What follows belongs to an exercise in optimizing a design on an open flow for small area; a production flow would make more cautious choices. Function was checked by simulation only, so behaviour that the tests miss may differ from the original.

==> design.v <==
`timescale 1ns / 1ps
module tick_gen(
    input               clk,         
    input               reset,       
    output reg          tick_1us     
);
    parameter COUNT_MAX = 50;
    reg [5:0] counter;  
    always @(posedge clk or posedge reset) begin
        if (reset) begin
            counter <= 6'd0;
            tick_1us <= 1'b0;
        end else begin
            if (counter >= COUNT_MAX - 1) begin
                counter <= 6'd0;
                tick_1us <= 1'b1;   
            end else begin
                counter <= counter + 1'b1;
                tick_1us <= 1'b0;   
            end
        end
    end
endmodule
`timescale 1ns / 1ps
module hscr04_controller(
    input               clk,         
    input               reset,       
    input               tick_1us,    
    input               btn_start,   
    output reg          trigger,     
    output reg          tick_start   
);
    localparam          IDLE = 2'b00;
    localparam          START = 2'b01;
    localparam          WAIT = 2'b10;
    reg [1:0]           state;
    reg [1:0]           next_state;
    reg [3:0]           trigger_counter;
    reg [19:0]          wait_counter;  
    parameter           WAIT_500MS = 2000;
    reg                 btn_start_r1, btn_start_r2;
    wire                btn_start_posedge;
    always @(posedge clk or posedge reset) begin
        if (reset) begin
            btn_start_r1 <= 1'b0;
            btn_start_r2 <= 1'b0;
        end else begin
            btn_start_r1 <= btn_start;
            btn_start_r2 <= btn_start_r1;
        end
    end
    assign btn_start_posedge = btn_start_r1 & ~btn_start_r2;
    always @(posedge clk or posedge reset) begin
        if (reset) begin
            state <= IDLE;
        end else begin
            state <= next_state;
        end
    end
    always @(*) begin
        next_state = state;
        case (state)
            IDLE: begin
                if (btn_start_posedge)
                    next_state = START;
            end
            START: begin
                if (trigger_counter >= 4'd10)  
                    next_state = WAIT;
            end
            WAIT: begin
                if (wait_counter >= WAIT_500MS)  
                    next_state = IDLE;
            end
            default: next_state = IDLE;
        endcase
    end
    always @(posedge clk or posedge reset) begin
        if (reset) begin
            trigger <= 1'b0;
            trigger_counter <= 4'd0;
            wait_counter <= 20'd0;
            tick_start <= 1'b0;
        end else begin
            tick_start <= 1'b0;
            case (state)
                IDLE: begin
                    trigger <= 1'b0;
                    trigger_counter <= 4'd0;
                    wait_counter <= 20'd0;
                    if (btn_start_posedge) begin
                        tick_start <= 1'b1;
                    end
                end
                START: begin
                    trigger <= 1'b1;  
                    if (tick_1us) begin
                        trigger_counter <= trigger_counter + 1'b1;
                    end
                end
                WAIT: begin
                    trigger <= 1'b0;  
                    trigger_counter <= 4'd0;
                    if (tick_1us) begin
                        wait_counter <= wait_counter + 1'b1;
                    end
                end
            endcase
        end
    end
endmodule
`timescale 1ns / 1ps
module dist_calculator(
    input               clk,         
    input               reset,       
    input               tick_1us,    
    input               echo,        
    input               tick_start,  
    output reg [15:0]   distance,
    output reg          done         
);
    localparam IDLE = 2'b00;
    localparam HIGH_LEVEL_COUNT = 2'b01;
    localparam DIST_CALC = 2'b10;
    localparam DONE_STATE = 2'b11;
    reg [1:0] state;
    reg [1:0] next_state;
    reg [19:0] echo_time_counter;  
    parameter ECHO_TIMEOUT = 38000;
    reg echo_reg1, echo_reg2;
    wire echo_rising, echo_falling;
    always @(posedge clk) begin
        if (reset) begin
            echo_reg1 <= 1'b0;
            echo_reg2 <= 1'b0;
        end else begin
            echo_reg1 <= echo;
            echo_reg2 <= echo_reg1;
        end
    end
    assign echo_rising = echo_reg1 & ~echo_reg2;    
    assign echo_falling = ~echo_reg1 & echo_reg2;   
    always @(posedge clk or posedge reset) begin
        if (reset) begin
            state <= IDLE;
        end else begin
            state <= next_state;
        end
    end
    always @(*) begin
        next_state = state;
        case (state)
            IDLE: begin
                if (tick_start)
                    next_state = HIGH_LEVEL_COUNT;
            end
            HIGH_LEVEL_COUNT: begin
                if ((echo_falling && echo_time_counter > 0) || echo_time_counter >= ECHO_TIMEOUT)
                    next_state = DIST_CALC;
            end
            DIST_CALC: begin
                next_state = DONE_STATE;
            end
            DONE_STATE: begin
                next_state = IDLE;
            end
            default: next_state = IDLE;
        endcase
    end
    always @(posedge clk or posedge reset) begin
        if (reset) begin
            echo_time_counter <= 20'd0;
            distance <= 16'd0;
            done <= 1'b0;
        end else begin
            case (state)
                IDLE: begin
                    echo_time_counter <= 20'd0;
                    done <= 1'b0;
                end
                HIGH_LEVEL_COUNT: begin
                    if (echo_reg1 && tick_1us) begin
                        echo_time_counter <= echo_time_counter + 1'b1;
                    end
                end
                DIST_CALC: begin
                if (echo_time_counter >= ECHO_TIMEOUT) begin
                    distance <= 16'd9999;
                end else begin
                    distance <= (echo_time_counter * 100) / (58 * 120);
                    end
                end
                DONE_STATE: begin
                    done <= 1'b1;
                end
            endcase
        end
    end
endmodule
`timescale 1ns / 1ps
module top_ultrasonic(
    input               clk,         
    input               reset,       
    input               btn_start,   
    input               echo,        
    output              trigger,     
    output [15:0]       distance,
    output              data_valid   
);
    wire                tick_1us;    
    wire                tick_start;  
    wire                done;        
    tick_gen U_Tick_Gen(
        .clk            (clk),
        .reset          (reset),
        .tick_1us       (tick_1us)
    );
    hscr04_controller U_CTRL(
        .clk            (clk),        
        .reset          (reset),      
        .tick_1us       (tick_1us),   
        .btn_start      (btn_start),  
        .trigger        (trigger),    
        .tick_start     (tick_start)  
    );
    dist_calculator U_Dist_Calc(
        .clk            (clk),
        .reset          (reset),
        .tick_1us       (tick_1us),
        .echo           (echo),
        .tick_start     (tick_start),
        .distance           (distance),
        .done           (data_valid)
    );
endmodule
`timescale 1ns / 1ps
module btn_debounce(
    input       i_btn, 
    input       clk,
    input       reset,
    output      o_btn
    );
    reg         [7:0] q_reg, q_next;  
    reg         edge_detect;
    wire        btn_debounce;
    parameter   SAMPLE_COUNT = 1000;
    reg         [$clog2(SAMPLE_COUNT)-1:0] counter;
    reg         r_1kHz;
    always @(posedge clk, posedge reset) begin
        if (reset) begin
            counter <= 0;
            r_1kHz <= 0;
        end else begin
            if (counter == SAMPLE_COUNT - 1) begin
                counter <= 0;
                r_1kHz <= 1'b1;
            end else begin  
                counter <= counter + 1;
                r_1kHz <= 1'b0;
            end
        end
    end
    always @(posedge clk, posedge reset) begin
        if (reset) begin
            q_reg <= 0;
        end else if (r_1kHz) q_reg <= q_next;
    end
    always @(i_btn, r_1kHz) begin  
        q_next = {i_btn,q_reg[7:1]};  
    end
    assign btn_debounce = &q_reg;
    always @(posedge clk, posedge reset) begin
        if (reset) begin
            edge_detect <= 1'b0;
        end else edge_detect <= btn_debounce;
    end
    assign o_btn = btn_debounce & (~edge_detect);
endmodule
`timescale 1ns / 1ps
module fnd_controller(
    input           clk,
    input           reset,
    input   [15:0]  data,
    output  [7:0]   fnd_font,
    output  [3:0]   fnd_comm
);
    wire    [3:0]   w_digit_1, w_digit_10, w_digit_100, w_digit_1000;
    wire    [3:0]   w_seg_sel;
    wire            w_clk_100Hz;
    wire    [3:0]   w_bcd;
    parameter       VDD = 4'hf, VSS = 0;
    clk_divider U_Clk_Divider(
        .clk        (clk),
        .reset      (reset),
        .o_clk      (w_clk_100Hz)
    );
    counter_8 U_Counter_8(
        .clk        (clk),
        .en         (w_clk_100Hz),
        .reset      (reset),
        .o_sel      (w_seg_sel)
    );
    decoder_3x8 U_Decoder_3x8(
        .seg_sel    (w_seg_sel),
        .seg_comm   (fnd_comm)
    );
    digit_splitter U_Dist_ds(
        .data       (data),
        .digit_1    (w_digit_1),
        .digit_10   (w_digit_10),
        .digit_100  (w_digit_100),
        .digit_1000 (w_digit_1000)
    );
    mux_8x1 U_MUX_8x1(
        .sel        (w_seg_sel),
        .x0         (w_digit_1),
        .x1         (w_digit_10),
        .x2         (w_digit_100),
        .x3         (w_digit_1000),
        .x4         (VDD),
        .x5         (VDD),
        .x6         (VDD),
        .x7         (VDD),
        .y          (w_bcd)
    );
    bcdtoseg U_bcdtoseg(
        .bcd        (w_bcd),  
        .seg        (fnd_font)
    );
endmodule
module bcdtoseg (
    input           [3:0] bcd,
    output          reg [7:0] seg
);
    always @(bcd) begin
        case (bcd)
            4'h0: seg = 8'hc0;
            4'h1: seg = 8'hf9;
            4'h2: seg = 8'ha4;
            4'h3: seg = 8'hb0;
            4'h4: seg = 8'h99;
            4'h5: seg = 8'h92;
            4'h6: seg = 8'h82;
            4'h7: seg = 8'hf8;
            4'h8: seg = 8'h80;
            4'h9: seg = 8'h90;
            4'ha: seg = 8'h88;
            4'hb: seg = 8'h83;
            4'hc: seg = 8'hc6;
            4'hd: seg = 8'ha1;
            4'he: seg = 8'h86;  
            4'hf: seg = 8'hff;  
            default: seg = 8'hff;
        endcase
    end
endmodule
module digit_splitter(
    input   [15:0]      data,
    output  [3:0]       digit_1, digit_10, digit_100, digit_1000
);
    assign          digit_1 = data % 10;
    assign          digit_10 = (data / 10) % 10;
    assign          digit_100 = (data / 100) % 10;
    assign          digit_1000 = (data / 1000) % 10;
endmodule
module mux_8x1 (
    input           [2:0] sel,
    input           [3:0] x0, x1, x2, x3, x4, x5, x6, x7,
    output          reg [3:0] y
);
    always @(*) begin
        case (sel)
            3'b000: y = x0; 
            3'b001: y = x1; 
            3'b010: y = x2; 
            3'b011: y = x3; 
            3'b100: y = x4;
            3'b101: y = x5;
            3'b110: y = x6;
            3'b111: y = x7; 
            default: y = 4'hf;
        endcase
    end
endmodule
module clk_divider #(parameter FCOUNT = 2500)(
    input           clk, reset,
    output          o_clk
);
    reg             [$clog2(FCOUNT)-1:0] r_counter;  
    reg             r_clk;
    assign          o_clk = r_clk;
    always @(posedge clk, posedge reset) begin
        if(reset) begin
            r_counter <= 0;  
            r_clk <= 1'b0;
        end else begin
            if (r_counter == FCOUNT - 1) begin  
                r_counter <= 0;
                r_clk <= 1'b1;  
            end else begin
                r_counter <= r_counter + 1;
                r_clk <= 1'b0;  
            end
        end
    end
endmodule
module counter_8 (
    input           clk, reset,
    input           en,
    output          [2:0] o_sel
);
    reg             [2:0] r_counter;
    assign          o_sel = r_counter;
    always @(posedge clk, posedge reset) begin
        if (reset) begin
            r_counter <= 0;
        end      
        else if (en) begin
            r_counter <= r_counter + 1;
        end  
    end
endmodule
module decoder_3x8 (
    input           [2:0] seg_sel,
    output          reg [3:0] seg_comm
);
    always @(*) begin
        case (seg_sel)
            3'b000 : seg_comm = 4'b1110;
            3'b001 : seg_comm = 4'b1101;
            3'b010 : seg_comm = 4'b1011;
            3'b011 : seg_comm = 4'b0111;
            3'b100 : seg_comm = 4'b1110;
            3'b101 : seg_comm = 4'b1101;
            3'b110 : seg_comm = 4'b1011;
            3'b111 : seg_comm = 4'b0111;
            default: seg_comm = 4'b1111;
        endcase
    end
endmodule
`timescale 1ns / 1ps
module ultrasonic(
    input               clk,
    input               rst,
    input               btn_start,
    input               echo,
    output              trigger,     
    output  [7:0]       fnd_font,
    output  [3:0]       fnd_comm
    );
    wire    [15:0]      distance;
    wire                done;
    wire                w_start;
    btn_debounce U_BTN(
        .clk            (clk),
        .reset          (rst),
        .i_btn          (btn_start), 
        .o_btn          (w_start)
    );
    top_ultrasonic U_UltraSonic(
        .clk            (clk),        
        .reset          (rst),      
        .btn_start      (w_start),  
        .echo           (echo),        
        .trigger        (trigger),     
        .distance           (distance),
        .data_valid     (done)  
    );
    fnd_controller U_FND_Ctrl_US(
        .clk            (clk),
        .reset          (rst),
        .data           (distance),
        .fnd_font       (fnd_font),
        .fnd_comm       (fnd_comm)
    );
endmodule
==> run.sh <==
#!/bin/bash
# synth_recipe.tcl (not shown) runs the flow's synth.tcl, then flattens the netlist and writes it again
# the make line also repeats each setting of config.mk as NAME=value (left out here)
make -C /OpenROAD-flow-scripts/flow DESIGN_CONFIG=/design/flow/config.mk WORK_HOME=/design/flow/orfs CLKGATE_MAP_FILE= SYNTH_SCRIPT=/design/flow/synth_recipe.tcl finish
==> config.mk <==
export PLATFORM = sky130hd
export DESIGN_NAME = ultrasonic
export DESIGN_NICKNAME = ultrasonic
export VERILOG_FILES = /design/flow/design.v
export SDC_FILE = /design/flow/constraint.sdc
export NUM_CORES = 4
export LEC_CHECK = 0
export CAP_MARGIN = 20
export CORE_MARGIN = 2
export CORE_UTILIZATION = 40
export SLEW_MARGIN = 20
==> constraint.sdc <==
create_clock -name core_clock -period 120.0 [get_ports {clk}]
set_input_delay 24.0000 -clock core_clock [delete_from_list [all_inputs] [get_ports {clk}]]
set_output_delay 24.0000 -clock core_clock [all_outputs]
set_load 0.01 [all_outputs]
==> run summary, run 1 <==
Clock transition at path regs -> 0.09 ns
Detailed Route WL -> 117000 um
Post-CTS Setup Inserts -> 0
Slew Limit Headroom -> 24.6%
Final setup viols -> 0
Number of global-route vias before repair -> 36500
Post-cts resize count -> 0
Syn Std Cell Area -> 36700 sq um
DR pass1 iterations -> 7
Hpwl dp -> 93800 um
RSZ-0062 raised after global routing -> no
Die Area -> 94300 sq um
Worst slew pin tran -> 1.13 ns
Vias post-DR -> 39700
Kind of critical path -> flip-flop to output port
Worst-case reg-to-reg path depth -> 87
Max Cap Viol -> 0
Fin. Hold Viols -> 0
Synth top area share -> 11.1%
WHS Path Cells -> 0
CTS tree -> built
DRC viols -> 0
Synth Register Bits -> 112
Top cells by area, synth -> ha_1 (11%), dfrtp_1 (7.5%), xnor2_1 (6.9%)
Core area -> 91400 sq um
Total grt overflow -> 0
Ys async rst share -> 98.2%
Antenna viol nets, final -> 0
GRT Overall Usage -> 23.9%
Ports -> 17
EDFF count, synth -> 0
Sequential share of the synthesized area -> 7.60%
Layout cells sized above 1 -> 5.68%
Commonest non-fill, non-tap cells in the layout -> nor2_1 (635), nand2_1 (448), a21oi_1 (367)
Max clock buf depth -> 2
RePlAce Congestion -> 0.954
Die span in y -> 307 um
Clock Skew -> 0.0114 ns
CTS root buffer -> clkbuf_16
Drt via density -> 6.17
Nets@finish -> 5584
CTS sink cnt -> 112
Max FO, Critical Path -> 31
Synth Instances -> 5310
Initial DRC count -> 3790
Diodes inserted -> 0
Min-Delay Path Class -> flip-flop to flip-flop
Critical Path AT -> 76.39 ns
Slowest stage cell, crit path -> nor2_1
Outcome -> finished clean
Wire length per cell -> 18.2 um
Largest registers -> U_UltraSonic.U_CTRL.wait_counter (20), U_UltraSonic.U_Dist_Calc.echo_time_counter (20), U_UltraSonic.U_Dist_Calc.distance (15)
First-pass GRT wire length -> 191000 um
CP required -> 96.00 ns
Final Core Density -> 42.0%
Kind of end point of the critical path -> output port
Area leader, netlist -> ha_1
Stages on worst setup path -> 294
Unique masters post-synth -> 140
Most frequent CP cell -> ha_1
# rows -> 111
Commonest non-fill, non-tap cell in the layout -> nor2_1
Ys flop type -> dfrtp_1
CP top delay family -> simple AND/OR/NAND/NOR gates
R2R Setup Slk -> 90.33 ns
Mean Syn Cell Area -> 6.92 sq um
CP Launch Type -> flip-flop
CP peak stage delay -> 0.80 ns
Worst hold margin -> 0.386 ns
Period utilization -> 83.7%
Worst-Skew Late Latency -> 0.38 ns
Buffers added on ports -> 15
H-tree Lvls -> 3
Total CTS buffers -> 9
Largest net degree at the start of global routing -> 58
Initial antenna violation count -> 1
Critical path buffers and inverters -> 14
Tmin final -> 100.39 ns
Cts hold-fix bufs -> 0
Die Wd -> 307 um
Initial core utilization -> 40.2%
Warnings, synthesis -> 12
Area grow syn2layout -> 4.60%
Fmax -> 0.00996 GHz
Setup tns final -> 0 ns
Slew Viols, Final -> 0
## cells in the mapped netlist, types with 88 or more instances
master    instances
nand2b_1         88
ha_1            325
dfrtp_1         110
clkbuf_1        107
nand3_1         172
xor2_1          137
nor3_1          174
nor2_1          638
mux2i_1          95
nand2_1         450
inv_1           271
o21ai_0         331
a21oi_1         367
xnor2_1         289
## final cells by class
cell class                      instances  area, sq um
Fill cell                            9628        53000
Multi-Input combinational cell       4794        32400
Sequential cell                       112         2790
Tap cell                             1186         1480
Inverter                              274         1030
Timing Repair Buffer                   49          405
Clock buffer                            9          225
Clock inverter                          7         92.6
## through the flow
stage	std cells	setup slack [ns]	area (sq um)
after global placement	6414	23.07	38100
final	6431	19.61	38400
after CTS	6430	20.95	38400
after floorplan	5326	32.22	36800
after detailed placement	6414	21.62	38100
after global routing	6431	13.37	38400
## final timing paths
kind,from,end
min,U_UltraSonic.U_CTRL.btn_start_r1,U_UltraSonic.U_CTRL.btn_start_r2
max in group asynchronous,rst,U_UltraSonic.U_Dist_Calc.distance[10]
min in group asynchronous,rst,U_BTN.q_reg[2]
max reg2reg,U_UltraSonic.U_Dist_Calc.echo_time_counter[2],U_UltraSonic.U_Dist_Calc.distance[0]
max,U_FND_Ctrl_US.U_Counter_8.r_counter[0],fnd_font[3]
min reg2reg,U_UltraSonic.U_CTRL.btn_start_r1,U_UltraSonic.U_CTRL.btn_start_r2
## logic make-up after synthesis
family / synth area share (%)
AOI/OAI and AO/OA: 30.1
muxes: 4.42
DFF: 7.60
and+or+nand+nor: 31.1
buffers and inverters: 4.48
adders and majority gates: 12.1
xor gates and xnor gates: 10.2
other: 0.0204
## layer usage
layer | global-route usage (%) | vias to the layer above | wire (um)
met1 | 34.2 | 18700 | 56600
met4 | 5.52 | 0 | 2610
met2 | 39.2 | 1211 | 51800
met3 | 1.32 | 150 | 6010
met5 | 0 | - | 0
li1 | - | 19600 | -
==> inputs of run 2 (changes only) <==
==> design.v (replaced) <==
`timescale 1ns / 1ps
module ultrasonic(
    input               clk,
    input               rst,
    input               btn_start,
    input               echo,
    output              trigger,
    output  [7:0]       fnd_font,
    output  [3:0]       fnd_comm
    );
    reg  [5:0] p;
    reg  [5:0] u;
    reg  [2:0] sel;
    wire tick    = p[5] & p[4] & p[1];       
    wire tick_nx = p[5] & p[4] & p[0];       
    wire u49     = u[5] & u[4] & u[0];
    wire khz     = tick & (sel[0] ? (u == 6'd9 || u == 6'd29 || u49)
                                  : (u == 6'd19 || u == 6'd39));
    wire p1      = (p == 6'd1);
    wire half    = p1 & (sel[0] ? (u == 6'd0 || u == 6'd20 || u == 6'd40)
                                : (u == 6'd10 || u == 6'd30));
    always @(posedge clk or posedge rst) begin
        if (rst) begin
            p <= 6'd0;
            u <= 6'd0;
            sel <= 3'd0;
        end else begin
            p <= tick ? 6'd1 : p + 6'd1;
            if (tick) begin
                u <= u49 ? 6'd0 : u + 6'd1;
                if (u49) sel <= sel + 3'd1;
            end
        end
    end
    reg  [3:0] d;
    wire press = d[3] & d[0];                
    always @(posedge clk or posedge rst) begin
        if (rst)
            d <= 4'd0;
        else if (khz)
            d <= btn_start ? (d[3] ? d : d + 4'd1) : 4'd0;
        else if (d[3] & ~d[1])
            d <= d + 4'd1;
    end
    reg        busy, trig_ph, trig_q;
    reg  [6:0] kcnt;
    wire start = press & ~busy;
    always @(posedge clk or posedge rst) begin
        if (rst) begin
            busy <= 1'b0;
            trig_ph <= 1'b0;
            trig_q <= 1'b0;
        end else begin
            trig_q <= trig_ph;
            if (start) begin
                busy <= 1'b1;
                trig_ph <= 1'b1;
            end else begin
                if (khz && kcnt == 7'd100) busy <= 1'b0;
                if (half) trig_ph <= 1'b0;
            end
        end
    end
    always @(posedge clk) begin
        if (start)
            kcnt <= 7'd0;
        else if (khz)
            kcnt <= kcnt + 7'd1;
    end
    assign trigger = trig_q;
    localparam DI = 2'd0, DH = 2'd1, DC = 2'd2, DD = 2'd3;
    reg  [1:0] ds;
    reg        e1, nz;
    reg  [6:0] f;
    reg  [3:0] q0, q1;
    reg  [2:0] q2;
    wire inc  = echo & tick_nx;
    wire tout = q2[2] & q2[0] & q1[2] & q0[2] & q0[0] & f[6] & f[2];   
    wire short_seg = (q0 == 4'd2 || q0 == 4'd4 || q0 == 4'd7 || q0 == 4'd9);
    wire fwrap = short_seg ? (f == 7'd68) : (f == 7'd69);
    always @(posedge clk or posedge rst) begin
        if (rst)
            ds <= DI;
        else case (ds)
            DI: if (start) ds <= DH;
            DH: if ((~echo & e1 & nz) | tout) ds <= DC;
            DC: ds <= DD;
            DD: ds <= DI;
        endcase
    end
    always @(posedge clk) begin
        e1 <= echo;
        if (ds == DI) begin
            nz <= 1'b0;
            f  <= 7'd0;
            q0 <= 4'd0;
            q1 <= 4'd0;
            q2 <= 3'd0;
        end else if (ds == DH && inc) begin
            nz <= 1'b1;
            if (fwrap) begin
                f <= 7'd0;
                if (q0 == 4'd9) begin
                    q0 <= 4'd0;
                    if (q1 == 4'd9) begin
                        q1 <= 4'd0;
                        q2 <= q2 + 3'd1;
                    end else
                        q1 <= q1 + 4'd1;
                end else
                    q0 <= q0 + 4'd1;
            end else
                f <= f + 7'd1;
        end
    end
    reg  [3:0] r0, r1;
    reg  [2:0] r2;
    reg        r9;                           
    always @(posedge clk or posedge rst) begin
        if (rst) begin
            r0 <= 4'd0;
            r1 <= 4'd0;
            r2 <= 3'd0;
            r9 <= 1'b0;
        end else if (ds == DD) begin
            r0 <= q0;
            r1 <= q1;
            r2 <= q2;
            r9 <= tout;
        end
    end
    reg  [3:0] dig;
    always @(*) begin
        if (r9)
            dig = 4'd9;
        else case (sel[1:0])
            2'd0: dig = r0;
            2'd1: dig = r1;
            2'd2: dig = {1'b0, r2};
            default: dig = 4'd0;
        endcase
    end
    reg  [6:0] seg;
    always @(*) begin
        case (dig)
            4'd0: seg = 7'h40;
            4'd1: seg = 7'h79;
            4'd2: seg = 7'h24;
            4'd3: seg = 7'h30;
            4'd4: seg = 7'h19;
            4'd5: seg = 7'h12;
            4'd6: seg = 7'h02;
            4'd7: seg = 7'h78;
            4'd8: seg = 7'h00;
            4'd9: seg = 7'h10;
            default: seg = 7'bxxxxxxx;
        endcase
    end
    assign fnd_font = {1'b1, sel[2] ? 7'h7f : seg};
    assign fnd_comm = ~(4'b0001 << sel[1:0]);
endmodule
==> run 2 against run 1 <==
  * Sequential share of layout area grew 29 points
  * Worst hold slack worse by 0.00079 ns
  * Synthesized cell count decreased by 93%
  * Global-route usage fell by 9.0 points
  * Worst setup slack better by 73 ns
==> run summary, run 2 <==
Buffers added on ports -> 15 (unchanged)
Max clock buf depth -> 2 (unchanged)
Total grt overflow -> 0 (unchanged)
Worst-Skew Late Latency -> 0.34 ns (-0.04 ns)
Post-CTS Setup Inserts -> 0 (unchanged)
WHS Path Cells -> 0 (unchanged)
Synth top area share -> 25.7% (+15 points)
Kind of critical path -> flip-flop to output port
Initial antenna violation count -> 0 (-1)
M2 GR Usage -> 24.6% (-15 points)
Ys async rst share -> 57.1% (-41 points)
CTS tree -> built
Commonest non-fill, non-tap cells in the layout -> nor2_1 (46), nand2_1 (42), dfrtp_1 (36)
CP Launch Type -> flip-flop
Top cells by count, synth -> nor2_1 (46), nand2_1 (42), dfrtp_1 (36)
Clock transition at path regs -> 0.06 ns (-0.03 ns)
Drt via density -> 5.27 (-15%)
Fmax -> 0.0370 GHz (+270%)
Max Cap Viol -> 0 (unchanged)
Diodes inserted -> 0 (unchanged)
GRT Overall Usage -> 14.9% (-9.0 points)
Antenna viol nets, final -> 0 (unchanged)
EDFF count, synth -> 0 (unchanged)
Most common cell in the netlist -> nor2_1
Stages on worst setup path -> 9 (-97%)
Synth Register Bits -> 63 (-44%)
CTS root buffer -> clkbuf_8
RSZ-0062 raised after global routing -> no
H-tree Lvls -> 3 (unchanged)
First-pass GRT wire length -> 11700 um (-94%)
Max FO, Critical Path -> 6 (-81%)
Setup tns final -> 0 ns (unchanged)
Period utilization -> 22.5% (-61 points)
Area grow syn2layout -> 12.4%
GR peak layer -> met2
Kind of end point of the critical path -> output port
Wire length per cell -> 12.9 um (-29%)
Post-cts resize count -> 0 (unchanged)
Die span in y -> 97.7 um (-68%)
Met1 Resource Use GR -> 18.8% (-15 points)
DR pass1 iterations -> 5 (-2)
Worst slew pin tran -> 0.755 ns (-0.376 ns)
Mean Syn Cell Area -> 9.09 sq um (+31%)
Hpwl dp -> 4750 um (-95%)
CP required -> 96.00 ns (about the same)
Slowest stage cell, crit path -> clkdlybuf4s50_1
Ys flop type -> dfrtp_1
Commonest non-fill, non-tap cell in the layout -> nor2_1
CP top delay family -> buffers and inverters
Cts hold-fix bufs -> 0 (unchanged)
Crit path cell chain -> inv_1 > ha_1 > a222oi_1 > nor3_1 > inv_1 > ha_1 > o21ai_0 > a21o_1 > clkdlybuf4s50_1
Vias post-DR -> 2692 (-93%)
Sequential share of the synthesized area -> 41.1% (+33 points)
Nets@finish -> 427 (-92%)
Multi-input gate area -> 1910 sq um (-94%)
Die Area -> 9540 sq um (-90%)
Initial DRC count -> 82 (-98%)
Cell area after layout -> 3940 sq um (-90%)
Critical path buffers and inverters -> 3 (-11)
Detailed Route WL -> 6570 um (-94%)
Number of global-route vias before repair -> 2570 (-93%)
Global routing met3 resource utilization -> 4.75% (+3.4 points)
Layout cells sized above 1 -> 8.93% (+3.3 points)
DRC viols -> 0 (unchanged)
Slew Viols, Final -> 0 (unchanged)
CP peak stage delay -> 0.53 ns (-0.27 ns)
Tmin final -> 27.05 ns (-73.34 ns)
Total CTS buffers -> 9 (unchanged)
Critical Path AT -> 3.05 ns (-73.34 ns)
Storage cell area -> 1440 sq um (-48%)
Largest net degree at the start of global routing -> 37 (-36%)
Area leader, netlist -> dfrtp_1
Min-Delay Path Class -> flip-flop to flip-flop
Filler instances -> 856 (-91%)
Core area -> 8590 sq um (-91%)
Top cells by area, synth -> dfrtp_1 (26%), dfxtp_1 (15%), ha_1 (8.9%)
Slew Limit Headroom -> 49.5% (+25 points)
Syn Std Cell Area -> 3510 sq um (-90%)
Clock Skew -> 0.0101 ns (-0.00131 ns)
RePlAce Congestion -> 0.861 (-9.7%)
Ports -> 17 (unchanged)
# rows -> 34 (-69%)
Die Wd -> 97.7 um (-68%)
Outcome -> finished clean
Fin. Hold Viols -> 0 (unchanged)
Unique masters post-synth -> 52 (-63%)
CTS sink cnt -> 63 (-44%)
Worst-case reg-to-reg path depth -> 6 (-93%)
Largest registers -> f (7), kcnt (7)
Final setup viols -> 0 (unchanged)
Initial core utilization -> 40.8% (+0.64 points)
Placed Area -> 3730 sq um (-90%)
Synth Instances -> 386 (-93%)
Warnings, synthesis -> 1 (-11)
-- run 2: cell families after synthesis --
group	synth area share, %
AO/OA/AOI/OAI	12.9
adder cells (fa/ha/maj)	8.91
XOR/XNOR	6.20
flip-flops	41.1
buffers and inverters	4.53
other	0.107
multiplexers	5.95
AND/OR/NAND/NOR	20.4
-- run 2: final timing paths --
path | start | endpoint | slack (ns)
worst max-delay path | sel[0] | fnd_font[3] | 92.95
worst min-delay path | trig_ph | trig_q | 0.38
worst max register to register | u[2] | kcnt[6] | 117.45
worst min register to register | trig_ph | trig_q | 0.38
max in group asynchronous | rst | ds[1] | 95.60
min in group asynchronous | rst | sel[2] | 24.06
-- run 2: area by class of cell --
type / instances / share of cell area [%]
tap: 108 / 3.43
inverter: 23 / 2.19
clock inverter: 4 / 1.74
sequential: 63 / 36.5
clock buffer: 12 / 3.68
timing repair buffer: 16 / 4.00
multi-input combinational: 285 / 48.4
-- run 2: per-layer routing --
metal	vias to the layer above	share of wire, %
met4	0	0.87
li1	1361	-
met2	38	48
met3	4	3.5
met5	-	0
met1	1289	48
-- run 2: stage by stage --
step | setup WS (ns) | instances | hold WS (ns) | utilization, %
2_1_floorplan | 93.99 | 386 | 0.354 | -
3_3_place_gp | 93.40 | 495 | 0.366 | 43.4
3_5_place_dp | 93.32 | 495 | 0.376 | 43.4
4_1_cts | 92.94 | 511 | 0.391 | 45.9
5_1_grt | 92.71 | 511 | 0.410 | 45.9
6_report | 92.95 | 511 | 0.385 | 45.9

## port drivers added, routing unchanged
How much do the figures lean on ideal ports? The routed layouts below were timed once more, with nothing changed but the port constraints. Step 1 assumes that a clkbuf_16 drives the clock port and a buf_2 every other input. Step 2 times the ports against the registers' clock, not the clock port: input delays grow and output delays shrink by t, the midpoint of the rising clock arrivals with the driver on. a / b / c = ideal ports / drivers / drivers and shift; a / b = the first two.
run | t, ns | setup WS [ns] | worst data-port slew with drivers (ns)
run 1 | 0.427 | 19.612 / 19.558 / 19.985 | 0.04
run 2 | 0.365 | 92.948 / 92.916 / 93.281 | 0.04
After both steps setup and hold are still met in every run listed.
